This design comes from an exercise in tuning for small area, a short achievable clock period and few clock cycles per item on the open sky130 flow, not from production work. Where RTL was checked, it was by simulation tests only, not by an equivalence proof against the original.

==> job 7305 <==
==> flow/design.v (excerpt) <==
module fpmultiplier (output logic [31:0] product, output logic ready,
		input logic [31:0] a, input logic clock, nreset);
clock: 9.0 ns
lec_check: 0
abc_clock_period_in_ps: 3500
cap_margin: 20
core_margin: 2
core_utilization: 40
cts_buf_list: sky130_fd_sc_hd__clkbuf_4 sky130_fd_sc_hd__clkbuf_8
place_density: 0.6
setup_slack_margin: 5
slew_margin: 20
standard.sh (not shown) runs the stock make flow with config.mk's settings and CLKGATE_MAP_FILE= SYNTH_SCRIPT=/design/flow/synth_recipe.tcl, a recipe that flattens the netlist after the stock synthesis.
==> flow/flow/run.sh <==
#!/bin/bash
# The standard layout flow (standard.sh), run with a larger setup margin
# for the resizer's timing repair and a smaller cell for the port buffers
# (every port is still buffered). Clock, constraints and every step are
# otherwise unchanged.
set -euo pipefail
MARGIN=${MARGIN:-5.8}
sed -E "s/SETUP_SLACK_MARGIN=[-0-9.]+/SETUP_SLACK_MARGIN=$MARGIN/" standard.sh > standard_margin.sh
grep -q "SETUP_SLACK_MARGIN=$MARGIN" standard_margin.sh
bash standard_margin.sh "BUFFER_PORTS_ARGS=-buffer_cell sky130_fd_sc_hd__buf_2" finish > standard.log 2>&1
==> job 5683 (differences from job 7305) <==
==> flow/flow/run.sh (replaced) <==
#!/bin/bash
# The standard layout flow (standard.sh), run with a larger setup margin
# for the resizer's timing repair. Clock, constraints and every step are
# otherwise unchanged.
set -euo pipefail
MARGIN=${MARGIN:-5.8}
sed -E "s/SETUP_SLACK_MARGIN=[-0-9.]+/SETUP_SLACK_MARGIN=$MARGIN/" standard.sh > standard_margin.sh
grep -q "SETUP_SLACK_MARGIN=$MARGIN" standard_margin.sh
bash standard_margin.sh > standard.log 2>&1
--- a/flow/config.mk
+++ b/flow/config.mk
@@ -8,8 +8,7 @@
 export ABC_CLOCK_PERIOD_IN_PS = 3500
 export CAP_MARGIN = 20
 export CORE_MARGIN = 2
-export CORE_UTILIZATION = 40
-export CTS_BUF_LIST = sky130_fd_sc_hd__clkbuf_4 sky130_fd_sc_hd__clkbuf_8
-export PLACE_DENSITY = 0.6
+export CORE_UTILIZATION = 55
+export PLACE_DENSITY = 0.7
 export SETUP_SLACK_MARGIN = 5
 export SLEW_MARGIN = 20
==> results.sh <==
export IMPL_status="no timing/DRC/antenna violations"
export IMPL_critical_path_max_fanout=15
export IMPL_antenna_diode_count=2
export IMPL_grt_pass1_vias=9286
export IMPL_clkbuf_count=17
export IMPL_cp_required_ns=9.36
export IMPL_cp_depth=8
export IMPL_route_met2_wl_mm=16.4
export IMPL_first_pass_iters=5
export IMPL_drive_above_1_share_pct=12.8
export IMPL_r2r_slack_ns=5.81
export IMPL_routed_via_density=5.44
export IMPL_final_cell_mix="xnor2_1 (127), inv_1 (122), fa_1 (121), dfxtp_1 (110), a22oi_1 (95)"
The numbers above come from job 7305.

==> results.sh <==
export IMPL_wl_met3_mm=3.19
export IMPL_drive_above_1_share_pct=8.29
export IMPL_largest_register_ffs=33
export IMPL_first_pass_iters=6
export IMPL_critical_path_max_fanout=2
export IMPL_status="no timing/DRC/antenna violations"
export IMPL_routed_via_density=6.05
export IMPL_cpLargestDelayFamily="buffers and inverters"
export IMPL_grt_pass1_vias=9520
export IMPL_r2r_slack_ns=5.84
export IMPL_antenna_diode_count=1
export IMPL_clkbuf_count=18
export IMPL_route_met2_wl_mm=16.0
export IMPL_cp_depth=1
export IMPL_final_cell_mix="xnor2_1 (127), inv_1 (122), fa_1 (121), dfxtp_1 (108), a22oi_1 (95)"
export IMPL_cp_required_ns=7.20
The numbers above come from job 5683.

Testbench counts of job 7305, summed over its fixed seeds: cycles 28,000, items 4,000.
Testbench counts of job 5683, summed over its fixed seeds: cycles 28,000, items 4,000.

==> inputs of build 79 <==
Starting RTL as in the previous note.
==> flow/config.mk <==
export PLATFORM = sky130hd
export DESIGN_NAME = fpmultiplier
export DESIGN_NICKNAME = fpmultiplier
export VERILOG_FILES = /design/flow/design.v
export SDC_FILE = /design/flow/constraint.sdc
export NUM_CORES = 4
export LEC_CHECK = 0
export ABC_CLOCK_PERIOD_IN_PS = 3500
export CAP_MARGIN = 20
export CORE_MARGIN = 2
export CORE_UTILIZATION = 40
export PLACE_DENSITY = 0.6
export SETUP_SLACK_MARGIN = 5
export SLEW_MARGIN = 20
==> flow/constraint.sdc <==
create_clock -name core_clock -period 9.0 [get_ports {clock}]
set_input_delay 1.8000 -clock core_clock [delete_from_list [all_inputs] [get_ports {clock}]]
set_output_delay 1.8000 -clock core_clock [all_outputs]
set_load 0.01 [all_outputs]
==> flow/flow/run.sh <==
#!/bin/bash
# The standard layout flow (standard.sh), run with a larger setup margin
# for the resizer's timing repair. Clock, constraints and every step are
# otherwise unchanged.
set -euo pipefail
MARGIN=${MARGIN:-5.6}
sed -E "s/SETUP_SLACK_MARGIN=[-0-9.]+/SETUP_SLACK_MARGIN=$MARGIN/" standard.sh > standard_margin.sh
grep -q "SETUP_SLACK_MARGIN=$MARGIN" standard_margin.sh
bash standard_margin.sh > standard.log 2>&1
==> inputs of trial 2, as changes to build 79 <==
--- a/flow/design.v
+++ b/flow/design.v
@@ -16,17 +16,18 @@
   end
 logic [8:0] rse1, rse2;
 logic [22:0] ra_f;
 always_ff @(posedge clock) begin
   rse1 <= a[31:23];
   rse2 <= rse1;
   if (s_a) ra_f <= a[22:0];
 end
-logic [35:0] enc, dg;
+logic [35:0] enc;
+logic [34:0] dg;
 logic [23:0] fb_ext;
 assign fb_ext = {a[22:0], 1'b0};
 assign enc[0] = fb_ext[1] ^ fb_ext[0];
 assign enc[1] = (fb_ext[2] & ~fb_ext[1] & ~fb_ext[0]) | (~fb_ext[2] & fb_ext[1] & fb_ext[0]);
 assign enc[2] = fb_ext[2];
 assign enc[3] = fb_ext[3] ^ fb_ext[2];
 assign enc[4] = (fb_ext[4] & ~fb_ext[3] & ~fb_ext[2]) | (~fb_ext[4] & fb_ext[3] & fb_ext[2]);
 assign enc[5] = fb_ext[4];
@@ -57,23 +58,54 @@
 assign enc[30] = fb_ext[21] ^ fb_ext[20];
 assign enc[31] = (fb_ext[22] & ~fb_ext[21] & ~fb_ext[20]) | (~fb_ext[22] & fb_ext[21] & fb_ext[20]);
 assign enc[32] = fb_ext[22];
 assign enc[33] = fb_ext[23] ^ fb_ext[22];
 assign enc[34] = fb_ext[23] & fb_ext[22];
 assign enc[35] = 1'b0;
 logic [22:0] pf;
 always_ff @(posedge clock) begin
-  dg[35:24] <= enc[35:24];
-  dg[23] <= s_b ? enc[23] : dg[35];
-  dg[22:12] <= s_f ? pf[22:12] : s_b ? enc[22:12] : dg[34:24];
-  dg[11:0] <= s_f ? pf[11:0] : s_b ? enc[11:0] : dg[23:12];
+  dg[0] <= s_f ? pf[0] : s_b ? enc[0] : dg[12];
+  dg[1] <= s_f ? pf[1] : s_b ? enc[1] : dg[13];
+  dg[2] <= s_f ? pf[2] : s_b ? enc[2] : dg[14];
+  dg[3] <= s_f ? pf[3] : s_b ? enc[3] : dg[15];
+  dg[4] <= s_f ? pf[4] : s_b ? enc[4] : dg[16];
+  dg[5] <= s_f ? pf[5] : s_b ? enc[5] : dg[17];
+  dg[6] <= s_f ? pf[6] : s_b ? enc[6] : dg[18];
+  dg[7] <= s_f ? pf[7] : s_b ? enc[7] : dg[19];
+  dg[8] <= s_f ? pf[8] : s_b ? enc[8] : dg[20];
+  dg[9] <= s_f ? pf[9] : s_b ? enc[9] : dg[21];
+  dg[10] <= s_f ? pf[10] : s_b ? enc[10] : dg[22];
+  dg[11] <= s_f ? pf[11] : s_b ? enc[11] : dg[23];
+  dg[12] <= s_f ? pf[12] : s_b ? enc[12] : dg[24];
+  dg[13] <= s_f ? pf[13] : s_b ? enc[13] : dg[25];
+  dg[14] <= s_f ? pf[14] : s_b ? enc[14] : dg[26];
+  dg[15] <= s_f ? pf[15] : s_b ? enc[15] : dg[27];
+  dg[16] <= s_f ? pf[16] : s_b ? enc[16] : dg[28];
+  dg[17] <= s_f ? pf[17] : s_b ? enc[17] : dg[29];
+  dg[18] <= s_f ? pf[18] : s_b ? enc[18] : dg[30];
+  dg[19] <= s_f ? pf[19] : s_b ? enc[19] : dg[31];
+  dg[20] <= s_f ? pf[20] : s_b ? enc[20] : dg[32];
+  dg[21] <= s_f ? pf[21] : s_b ? enc[21] : dg[33];
+  dg[22] <= s_f ? pf[22] : s_b ? enc[22] : dg[34];
+  dg[23] <= s_b ? enc[23] : 1'b0;
+  dg[24] <= enc[24];
+  dg[25] <= enc[25];
+  dg[26] <= enc[26];
+  dg[27] <= enc[27];
+  dg[28] <= enc[28];
+  dg[29] <= enc[29];
+  dg[30] <= enc[30];
+  dg[31] <= enc[31];
+  dg[32] <= enc[32];
+  dg[33] <= enc[33];
+  dg[34] <= enc[34];
 end
 logic bnz;
-assign bnz = |(dg[35:0] & 36'o333333333333);
+assign bnz = |(dg & 35'o33333333333);
 logic [7:0] ea, eb;
 logic za, zb, fa, fb, nana, nanb, infa, infb;
 assign ea = rse2[7:0];
 assign eb = rse1[7:0];
 assign za = (ea == 8'd0);
 assign zb = (eb == 8'd0);
 assign fa = (ea == 8'hff);
 assign fb = (eb == 8'hff);
@@ -126,21 +158,26 @@
 assign pp1 = (({25{bone[1]}} & ma) | ({25{btwo[1]}} & ma2)) ^ {25{bneg[1]}};
 assign pp2 = (({25{bone[2]}} & ma) | ({25{btwo[2]}} & ma2)) ^ {25{bneg[2]}};
 assign pp3 = (({25{bone[3]}} & ma) | ({25{btwo[3]}} & ma2)) ^ {25{bneg[3]}};
 logic [32:0] acc_s, acc_c;
 logic [24:0] as_in, ac_in;
 logic [8:0] low;
 assign low = {1'b0, acc_s[7:0]} + {1'b0, acc_c[7:0]};
 logic cl_in;
-assign cl_in = ~s_x1 & low[8];
-assign as_in = s_x1 ? 25'd0 : acc_s[32:8];
-assign ac_in = s_x1 ? 25'd0 : acc_c[32:8];
+logic g_first, g_last;
+always_ff @(posedge clock) begin
+  g_first <= s_b;
+  g_last <= s_x2;
+end
+assign cl_in = ~g_first & low[8];
+assign as_in = g_first ? 25'd0 : acc_s[32:8];
+assign ac_in = g_first ? 25'd0 : acc_c[32:8];
 logic [23:0] ma_last;
-assign ma_last = s_x3 ? {1'b1, ra_f} : 24'd0;
+assign ma_last = g_last ? {1'b1, ra_f} : 24'd0;
 logic ts1, tc1, ts2, tc2, ts3, tc3, ts4, tc4, ts5, tc5, ts6, tc6, ts7, tc7, ts8, tc8, ts9, tc9, ts10, tc10, ts11, tc11, ts12, tc12, ts13, tc13, ts14, tc14, ts15, tc15, ts16, tc16, ts17, tc17, ts18, tc18, ts19, tc19, ts20, tc20, ts21, tc21, ts22, tc22, ts23, tc23, ts24, tc24, ts25, tc25, ts26, tc26, ts27, tc27, ts28, tc28, ts29, tc29, ts30, tc30, ts31, tc31, ts32, tc32, ts33, tc33, ts34, tc34, ts35, tc35, ts36, tc36, ts37, tc37, ts38, tc38, ts39, tc39, ts40, tc40, ts41, tc41, ts42, tc42, ts43, tc43, ts44, tc44, ts45, tc45, ts46, tc46, ts47, tc47, ts48, tc48, ts49, tc49, ts50, tc50, ts51, tc51, ts52, tc52, ts53, tc53, ts54, tc54, ts55, tc55, ts56, tc56, ts57, tc57, ts58, tc58, ts59, tc59, ts60, tc60, ts61, tc61, ts62, tc62, ts63, tc63, ts64, tc64, ts65, tc65, ts66, tc66, ts67, tc67, ts68, tc68, ts69, tc69, ts70, tc70, ts71, tc71, ts72, tc72, ts73, tc73, ts74, tc74, ts75, tc75, ts76, tc76, ts77, tc77, ts78, tc78, ts79, tc79, ts80, tc80, ts81, tc81, ts82, tc82, ts83, tc83, ts84, tc84, ts85, tc85, ts86, tc86, ts87, tc87, ts88, tc88, ts89, tc89, ts90, tc90, ts91, tc91, ts92, tc92, ts93, tc93, ts94, tc94, ts95, tc95, ts96, tc96, ts97, tc97, ts98, tc98, ts99, tc99, ts100, tc100, ts101, tc101, ts102, tc102, ts103, tc103, ts104, tc104, ts105, tc105, ts106, tc106, ts107, tc107, ts108, tc108, ts109, tc109, ts110, tc110, ts111, tc111, ts112, tc112, ts113, tc113, ts114, tc114, ts115, tc115, ts116, tc116, ts117, tc117, ts118, tc118, ts119, tc119, ts120, tc120, ts121, tc121, ts122, tc122, ts123, tc123, ts124, tc124, ts125, tc125, ts126, tc126, ts127, tc127, ts128, tc128, ts129, tc129, ts130, tc130, ts131, tc131, ts132, tc132, ts133, tc133, ts134, tc134;
 assign ts1 = as_in[6] ^ ac_in[6];
 assign tc1 = as_in[6] & ac_in[6];
 assign ts2 = as_in[7] ^ ac_in[7] ^ ma_last[0];
 assign tc2 = (as_in[7] & ac_in[7]) | (as_in[7] & ma_last[0]) | (ac_in[7] & ma_last[0]);
 assign ts3 = as_in[8] ^ ac_in[8] ^ ma_last[1];
 assign tc3 = (as_in[8] & ac_in[8]) | (as_in[8] & ma_last[1]) | (ac_in[8] & ma_last[1]);
 assign ts4 = as_in[9] ^ ac_in[9] ^ ma_last[2];
==> flow/flow/run.sh (replaced) <==
#!/bin/bash
# The standard layout flow (standard.sh), run with a larger setup margin
# for the resizer's timing repair and a smaller cell for the port buffers
# (every port is still buffered). Clock, constraints and every step are
# otherwise unchanged.
set -euo pipefail
MARGIN=${MARGIN:-5.8}
sed -E "s/SETUP_SLACK_MARGIN=[-0-9.]+/SETUP_SLACK_MARGIN=$MARGIN/" standard.sh > standard_margin.sh
grep -q "SETUP_SLACK_MARGIN=$MARGIN" standard_margin.sh
bash standard_margin.sh "BUFFER_PORTS_ARGS=-buffer_cell sky130_fd_sc_hd__buf_2" finish > standard.log 2>&1
Settings changed: CTS_BUF_LIST set to sky130_fd_sc_hd__clkbuf_4 sky130_fd_sc_hd__clkbuf_8.
==> metrics.md <==
| Metric | Value |
|---|---|
| Status | no timing/DRC/antenna violations |
| Clock sink count | 164 |
| Post-synthesis register bit count | 164 |
| Placer Congestion | 0.9015 |
| Fraction of layout cells with a size suffix above 1 | between 10% and 20% |
| Wl on met1 | 15.78 mm |
| Buffer share of cell area | 4.697% |
| Vias per cell | 5.587 |
| Slew headroom | around 52% |
| Yosys top cell area share | 19.05% |
| Final Skew | 0.02900 ns |
| Register area share after synthesis | 29.01% |
| Syn Std Cell Area | about 13,000 sq um |
[end of results for trial 2]
==> metrics.md <==
| Metric | Value |
|---|---|
| Clock sink count | 162 |
| FFs w/ async S/R, synth | 4.321% |
| Status | no timing/DRC/antenna violations |
| Syn Std Cell Area | 12,340 sq um |
| Hold_sp | rse1[8] |
| Crit path launch type | flip-flop |
| Slew headroom | around 53% |
| Post-synthesis register bit count | 162 |
| Final Skew | 0.01429 ns |
| Yosys top cell area share | 19.62% |
| Placer Congestion | 0.8688 |
| Fraction of layout cells with a size suffix above 1 | 7.378% |
[end of results for build 79]
Testbench counts of build 79, summed over its fixed seeds: cycles 28,000, items 4,000.
No functional check of the RTL was part of trial 2.

==> run P: inputs <==
Another version of the RTL of fpmultiplier (not shown whole).
Settings: LEC_CHECK=0, ABC_CLOCK_PERIOD_IN_PS=3500, CAP_MARGIN=20, CORE_MARGIN=2, CORE_UTILIZATION=40, CTS_BUF_LIST=sky130_fd_sc_hd__clkbuf_4 sky130_fd_sc_hd__clkbuf_8, PLACE_DENSITY=0.6, SETUP_SLACK_MARGIN=5, SLEW_MARGIN=20, SYNTH_HIERARCHICAL=1; clock period 9.0 ns.
==> flow/flow/run.sh <==
#!/bin/bash
# The standard layout flow (standard.sh), run with a larger setup margin
# for the resizer's timing repair and a smaller cell for the port buffers
# (every port is still buffered). Clock, constraints and every step are
# otherwise unchanged.
set -euo pipefail
MARGIN=${MARGIN:-5.8}
sed -E "s/SETUP_SLACK_MARGIN=[-0-9.]+/SETUP_SLACK_MARGIN=$MARGIN/" standard.sh > standard_margin.sh
grep -q "SETUP_SLACK_MARGIN=$MARGIN" standard_margin.sh
bash standard_margin.sh "BUFFER_PORTS_ARGS=-buffer_cell sky130_fd_sc_hd__buf_2" finish > standard.log 2>&1
==> inputs of run M, as changes to run P <==
--- a/flow/design.v
+++ b/flow/design.v
@@ -58,51 +58,51 @@
 assign enc[30] = fb_ext[21] ^ fb_ext[20];
 assign enc[31] = (fb_ext[22] & ~fb_ext[21] & ~fb_ext[20]) | (~fb_ext[22] & fb_ext[21] & fb_ext[20]);
 assign enc[32] = fb_ext[22];
 assign enc[33] = fb_ext[23] ^ fb_ext[22];
 assign enc[34] = fb_ext[23] & fb_ext[22];
 assign enc[35] = 1'b0;
 logic [22:0] pf;
 always_ff @(posedge clock) begin
-  dg[0] <= s_b ? enc[0] : dg[12];
-  dg[1] <= s_b ? enc[1] : dg[13];
-  dg[2] <= s_b ? enc[2] : dg[14];
-  dg[3] <= s_b ? enc[3] : dg[15];
-  dg[4] <= s_b ? enc[4] : dg[16];
-  dg[5] <= s_b ? enc[5] : dg[17];
-  dg[6] <= s_b ? enc[6] : dg[18];
-  dg[7] <= s_b ? enc[7] : dg[19];
-  dg[8] <= s_b ? enc[8] : dg[20];
-  dg[9] <= s_b ? enc[9] : dg[21];
-  dg[10] <= s_b ? enc[10] : dg[22];
-  dg[11] <= s_b ? enc[11] : dg[23];
-  dg[12] <= s_f ? pf[0] : s_b ? enc[12] : dg[24];
-  dg[13] <= s_f ? pf[1] : s_b ? enc[13] : dg[25];
-  dg[14] <= s_f ? pf[2] : s_b ? enc[14] : dg[26];
-  dg[15] <= s_f ? pf[3] : s_b ? enc[15] : dg[27];
-  dg[16] <= s_f ? pf[4] : s_b ? enc[16] : dg[28];
-  dg[17] <= s_f ? pf[5] : s_b ? enc[17] : dg[29];
-  dg[18] <= s_f ? pf[6] : s_b ? enc[18] : dg[30];
-  dg[19] <= s_f ? pf[7] : s_b ? enc[19] : dg[31];
-  dg[20] <= s_f ? pf[8] : s_b ? enc[20] : dg[32];
-  dg[21] <= s_f ? pf[9] : s_b ? enc[21] : dg[33];
-  dg[22] <= s_f ? pf[10] : s_b ? enc[22] : dg[34];
-  dg[23] <= s_f ? pf[11] : s_b ? enc[23] : 1'b0;
-  dg[24] <= s_f ? pf[12] : enc[24];
-  dg[25] <= s_f ? pf[13] : enc[25];
-  dg[26] <= s_f ? pf[14] : enc[26];
-  dg[27] <= s_f ? pf[15] : enc[27];
-  dg[28] <= s_f ? pf[16] : enc[28];
-  dg[29] <= s_f ? pf[17] : enc[29];
-  dg[30] <= s_f ? pf[18] : enc[30];
-  dg[31] <= s_f ? pf[19] : enc[31];
-  dg[32] <= s_f ? pf[20] : enc[32];
-  dg[33] <= s_f ? pf[21] : enc[33];
-  dg[34] <= s_f ? pf[22] : enc[34];
+  dg[0] <= s_f ? pf[0] : s_b ? enc[0] : dg[12];
+  dg[1] <= s_f ? pf[1] : s_b ? enc[1] : dg[13];
+  dg[2] <= s_f ? pf[2] : s_b ? enc[2] : dg[14];
+  dg[3] <= s_f ? pf[3] : s_b ? enc[3] : dg[15];
+  dg[4] <= s_f ? pf[4] : s_b ? enc[4] : dg[16];
+  dg[5] <= s_f ? pf[5] : s_b ? enc[5] : dg[17];
+  dg[6] <= s_f ? pf[6] : s_b ? enc[6] : dg[18];
+  dg[7] <= s_f ? pf[7] : s_b ? enc[7] : dg[19];
+  dg[8] <= s_f ? pf[8] : s_b ? enc[8] : dg[20];
+  dg[9] <= s_f ? pf[9] : s_b ? enc[9] : dg[21];
+  dg[10] <= s_f ? pf[10] : s_b ? enc[10] : dg[22];
+  dg[11] <= s_f ? pf[11] : s_b ? enc[11] : dg[23];
+  dg[12] <= s_f ? pf[12] : s_b ? enc[12] : dg[24];
+  dg[13] <= s_f ? pf[13] : s_b ? enc[13] : dg[25];
+  dg[14] <= s_f ? pf[14] : s_b ? enc[14] : dg[26];
+  dg[15] <= s_f ? pf[15] : s_b ? enc[15] : dg[27];
+  dg[16] <= s_f ? pf[16] : s_b ? enc[16] : dg[28];
+  dg[17] <= s_f ? pf[17] : s_b ? enc[17] : dg[29];
+  dg[18] <= s_f ? pf[18] : s_b ? enc[18] : dg[30];
+  dg[19] <= s_f ? pf[19] : s_b ? enc[19] : dg[31];
+  dg[20] <= s_f ? pf[20] : s_b ? enc[20] : dg[32];
+  dg[21] <= s_f ? pf[21] : s_b ? enc[21] : dg[33];
+  dg[22] <= s_f ? pf[22] : s_b ? enc[22] : dg[34];
+  dg[23] <= s_b ? enc[23] : 1'b0;
+  dg[24] <= enc[24];
+  dg[25] <= enc[25];
+  dg[26] <= enc[26];
+  dg[27] <= enc[27];
+  dg[28] <= enc[28];
+  dg[29] <= enc[29];
+  dg[30] <= enc[30];
+  dg[31] <= enc[31];
+  dg[32] <= enc[32];
+  dg[33] <= enc[33];
+  dg[34] <= enc[34];
 end
 logic bnz;
 assign bnz = |(dg & 35'o33333333333);
 logic [7:0] ea, eb;
 logic za, zb, fa, fb, nana, nanb, infa, infb;
 assign ea = rse2[7:0];
 assign eb = rse1[7:0];
 assign za = (ea == 8'd0);
@@ -158,26 +158,21 @@
 assign pp1 = (({25{bone[1]}} & ma) | ({25{btwo[1]}} & ma2)) ^ {25{bneg[1]}};
 assign pp2 = (({25{bone[2]}} & ma) | ({25{btwo[2]}} & ma2)) ^ {25{bneg[2]}};
 assign pp3 = (({25{bone[3]}} & ma) | ({25{btwo[3]}} & ma2)) ^ {25{bneg[3]}};
 logic [32:0] acc_s, acc_c;
 logic [24:0] as_in, ac_in;
 logic [8:0] low;
 assign low = {1'b0, acc_s[7:0]} + {1'b0, acc_c[7:0]};
 logic cl_in;
-logic g_first, g_last;
-always_ff @(posedge clock) begin
-  g_first <= s_b;
-  g_last <= s_x2;
-end
-assign cl_in = ~g_first & low[8];
-assign as_in = g_first ? 25'd0 : acc_s[32:8];
-assign ac_in = g_first ? 25'd0 : acc_c[32:8];
+assign cl_in = ~s_x1 & low[8];
+assign as_in = s_x1 ? 25'd0 : acc_s[32:8];
+assign ac_in = s_x1 ? 25'd0 : acc_c[32:8];
 logic [23:0] ma_last;
-assign ma_last = g_last ? {1'b1, ra_f} : 24'd0;
+assign ma_last = s_x3 ? {1'b1, ra_f} : 24'd0;
 logic ts1, tc1, ts2, tc2, ts3, tc3, ts4, tc4, ts5, tc5, ts6, tc6, ts7, tc7, ts8, tc8, ts9, tc9, ts10, tc10, ts11, tc11, ts12, tc12, ts13, tc13, ts14, tc14, ts15, tc15, ts16, tc16, ts17, tc17, ts18, tc18, ts19, tc19, ts20, tc20, ts21, tc21, ts22, tc22, ts23, tc23, ts24, tc24, ts25, tc25, ts26, tc26, ts27, tc27, ts28, tc28, ts29, tc29, ts30, tc30, ts31, tc31, ts32, tc32, ts33, tc33, ts34, tc34, ts35, tc35, ts36, tc36, ts37, tc37, ts38, tc38, ts39, tc39, ts40, tc40, ts41, tc41, ts42, tc42, ts43, tc43, ts44, tc44, ts45, tc45, ts46, tc46, ts47, tc47, ts48, tc48, ts49, tc49, ts50, tc50, ts51, tc51, ts52, tc52, ts53, tc53, ts54, tc54, ts55, tc55, ts56, tc56, ts57, tc57, ts58, tc58, ts59, tc59, ts60, tc60, ts61, tc61, ts62, tc62, ts63, tc63, ts64, tc64, ts65, tc65, ts66, tc66, ts67, tc67, ts68, tc68, ts69, tc69, ts70, tc70, ts71, tc71, ts72, tc72, ts73, tc73, ts74, tc74, ts75, tc75, ts76, tc76, ts77, tc77, ts78, tc78, ts79, tc79, ts80, tc80, ts81, tc81, ts82, tc82, ts83, tc83, ts84, tc84, ts85, tc85, ts86, tc86, ts87, tc87, ts88, tc88, ts89, tc89, ts90, tc90, ts91, tc91, ts92, tc92, ts93, tc93, ts94, tc94, ts95, tc95, ts96, tc96, ts97, tc97, ts98, tc98, ts99, tc99, ts100, tc100, ts101, tc101, ts102, tc102, ts103, tc103, ts104, tc104, ts105, tc105, ts106, tc106, ts107, tc107, ts108, tc108, ts109, tc109, ts110, tc110, ts111, tc111, ts112, tc112, ts113, tc113, ts114, tc114, ts115, tc115, ts116, tc116, ts117, tc117, ts118, tc118, ts119, tc119, ts120, tc120, ts121, tc121, ts122, tc122, ts123, tc123, ts124, tc124, ts125, tc125, ts126, tc126, ts127, tc127, ts128, tc128, ts129, tc129, ts130, tc130, ts131, tc131, ts132, tc132, ts133, tc133, ts134, tc134;
 fpmul_ha u_ts1 (.a(as_in[6]), .b(ac_in[6]), .s(ts1), .co(tc1));
 fpmul_fa u_ts2 (.a(as_in[7]), .b(ac_in[7]), .c(ma_last[0]), .s(ts2), .co(tc2));
 fpmul_fa u_ts3 (.a(as_in[8]), .b(ac_in[8]), .c(ma_last[1]), .s(ts3), .co(tc3));
 fpmul_fa u_ts4 (.a(as_in[9]), .b(ac_in[9]), .c(ma_last[2]), .s(ts4), .co(tc4));
 fpmul_fa u_ts5 (.a(as_in[10]), .b(ac_in[10]), .c(ma_last[3]), .s(ts5), .co(tc5));
 fpmul_fa u_ts6 (.a(as_in[11]), .b(ac_in[11]), .c(ma_last[4]), .s(ts6), .co(tc6));
 fpmul_fa u_ts7 (.a(as_in[12]), .b(ac_in[12]), .c(ma_last[5]), .s(ts7), .co(tc7));
@@ -312,27 +307,23 @@
 fpmul_fa u_ts133 (.a(ts102), .b(pp3[24]), .c(tc101), .s(ts133), .co(tc133));
 fpmul_ha u_ts134 (.a(tc102), .b(nneg[3]), .s(ts134), .co(tc134));
 always_ff @(posedge clock) begin
   acc_s <= {1'b1, ts134, ts133, ts132, ts131, ts130, ts129, ts128, ts127, ts126, ts125, ts124, ts123, ts122, ts121, ts120, ts119, ts118, ts117, ts116, ts115, ts114, ts113, ts112, ts111, ts110, ts109, ts108, ts107, ts106, ts105, ts104, ts103};
   acc_c <= {tc134, tc133, tc132, tc131, tc130, tc129, tc128, tc127, tc126, tc125, tc124, tc123, tc122, tc121, tc120, tc119, tc118, tc117, tc116, tc115, tc114, tc113, tc112, tc111, tc110, tc109, tc108, tc107, tc106, tc105, tc104, tc103, pp0[0]};
 end
 logic [31:0] p;
 assign p = acc_s[31:0] + acc_c[31:0];
-logic hi;
+logic hi, zr, ir;
 assign hi = p[31];
-logic [7:0] pe0, pe1;
-assign pe0 = r_z0 ? 8'd0 : r_i0 ? 8'hff : r_e;
-assign pe1 = r_z1 ? 8'd0 : r_i1 ? 8'hff : r_e + 8'd1;
-logic [22:0] pf0, pf1;
-assign pf0 = (r_z0 | r_i0) ? {22'd0, r_nan} : p[29:7];
-assign pf1 = (r_z1 | r_i1) ? {22'd0, r_nan} : p[30:8];
-assign pe = hi ? pe1 : pe0;
-assign pf = hi ? pf1 : pf0;
-assign product = {r_sign, r_e, dg[34:12]};
+assign zr = hi ? r_z1 : r_z0;
+assign ir = hi ? r_i1 : r_i0;
+assign pe = zr ? 8'd0 : ir ? 8'hff : (hi ? r_e + 8'd1 : r_e);
+assign pf = (zr | ir) ? {22'd0, r_nan} : (hi ? p[30:8] : p[29:7]);
+assign product = {r_sign, r_e, dg[22:0]};
 endmodule
 module fpmul_fa (input logic a, b, c, output logic s, co);
   assign s = a ^ b ^ c;
   assign co = (a & b) | (a & c) | (b & c);
 endmodule
 module fpmul_ha (input logic a, b, output logic s, co);
   assign s = a ^ b;
   assign co = a & b;
==> flow/flow/run.sh (replaced) <==
#!/bin/bash
# The standard layout flow (standard.sh), run with a larger setup margin
# for the resizer's timing repair and a smaller cell for the port buffers
# (every port is still buffered). Clock, constraints and every step are
# otherwise unchanged.
set -euo pipefail
MARGIN=${MARGIN:-6.0}
sed -E "s/SETUP_SLACK_MARGIN=[-0-9.]+/SETUP_SLACK_MARGIN=$MARGIN/" standard.sh > standard_margin.sh
grep -q "SETUP_SLACK_MARGIN=$MARGIN" standard_margin.sh
bash standard_margin.sh "BUFFER_PORTS_ARGS=-buffer_cell sky130_fd_sc_hd__buf_2" finish > standard.log 2>&1
==> qor summary <==
item                                                                     run M                    run P
Number of sequential cells                                                 162                      164
Signal inverters                                                            22                       29
Standard cell area after detailed placement                         0.0124 mm²               0.0127 mm²
Met1 wire length                                                       15.9 mm                  15.4 mm
Clock-pin slew on the worst setup and hold paths                        110 ps                   100 ps
Post-synthesis sequential element count                                    162                      164
Area growth from synthesis to layout                                     18.5%                    8.81%
Fraction of the cycle the final worst path needs                         34.1%                    34.6%
Largest net degree at the start of global routing                           61                       52
Status                                                 complete, no violations  complete, no violations
Largest incremental delay on the critical path                          420 ps                   680 ps
Post-synthesis compound-gate area fraction                               14.6%                    16.2%
Share of flip-flops with an asynchronous set or reset                    4.32%                    4.27%
Max_slew headroom                                                        44.9%                    30.0%
Fraction of standard cell area that is sequential                        26.1%                    28.1%
Fin cells                                                                 1598                     1602
Area of the multi-input gates                                      0.00798 mm²              0.00801 mm²
Start point of the critical path                             acc_s[13]$_DFF_P_        ra_f[0]$_DFFE_PP_
Amount of wire on met2 after detailed routing                          17.7 mm                  15.6 mm
Worst hold slack                                                        370 ps                   363 ps
Dpl hpwl                                                               23.6 mm                  25.2 mm
Finished Cell Area                                                  0.0142 mm²               0.0132 mm²
Floorplan die width                                                     177 µm                   178 µm
Testbench counts of run M, summed over its fixed seeds: cycles 28,000, items 4,000.
Function not checked in run P: the RTL went through the layout flow alone.

==> port drivers added, routing unchanged <==
How much do the figures lean on ideal ports? The routed layouts below were timed once more, with nothing changed but the port constraints.
Step 1, drivers: a clkbuf_16 drives clock and a buf_2 each remaining input, both assumed.
Step 2 times the ports against the registers' clock, not the clock port: input delays grow and output delays shrink by t, the midpoint of the rising clock arrivals with the driver on.
Three values: ideal ports, drivers, drivers and shift; two values: the first two.
| run | t (ns) | setup WS [ns] | worst hold slack (ns) | slew at the worst register clock pin (ns) | pins driven straight from the clock port |
|---|---|---|---|---|---|
| job 7305 | 0.516 | 5.812 / 5.812 / 5.812 | 0.371 / 0.371 / 0.371 | 0.11 / 0.11 | 1 |
| job 5683 | 0.477 | 5.798 / 5.755 / 5.514 | 0.370 / 0.370 / 0.370 | 0.08 / 0.08 | 1 |
| build 79 | 0.491 | 5.526 / 5.476 / 5.577 | 0.367 / 0.367 / 0.367 | 0.07 / 0.07 | 1 |
| trial 2 | 0.520 | 5.854 / 5.807 / 5.863 | 0.373 / 0.373 / 0.373 | 0.13 / 0.13 | 1 |
| run P | 0.522 | 5.887 / 5.887 / 5.887 | 0.363 / 0.363 / 0.363 | 0.10 / 0.10 | 1 |
| run M | 0.524 | 5.928 / 5.928 / 5.928 | 0.370 / 0.370 / 0.370 | 0.11 / 0.11 | 1 |
After both steps setup and hold are still met in every run listed. The setup slack of job 5683, which loses most, moves by -0.043 ns with the drivers and by -0.284 ns with both steps.
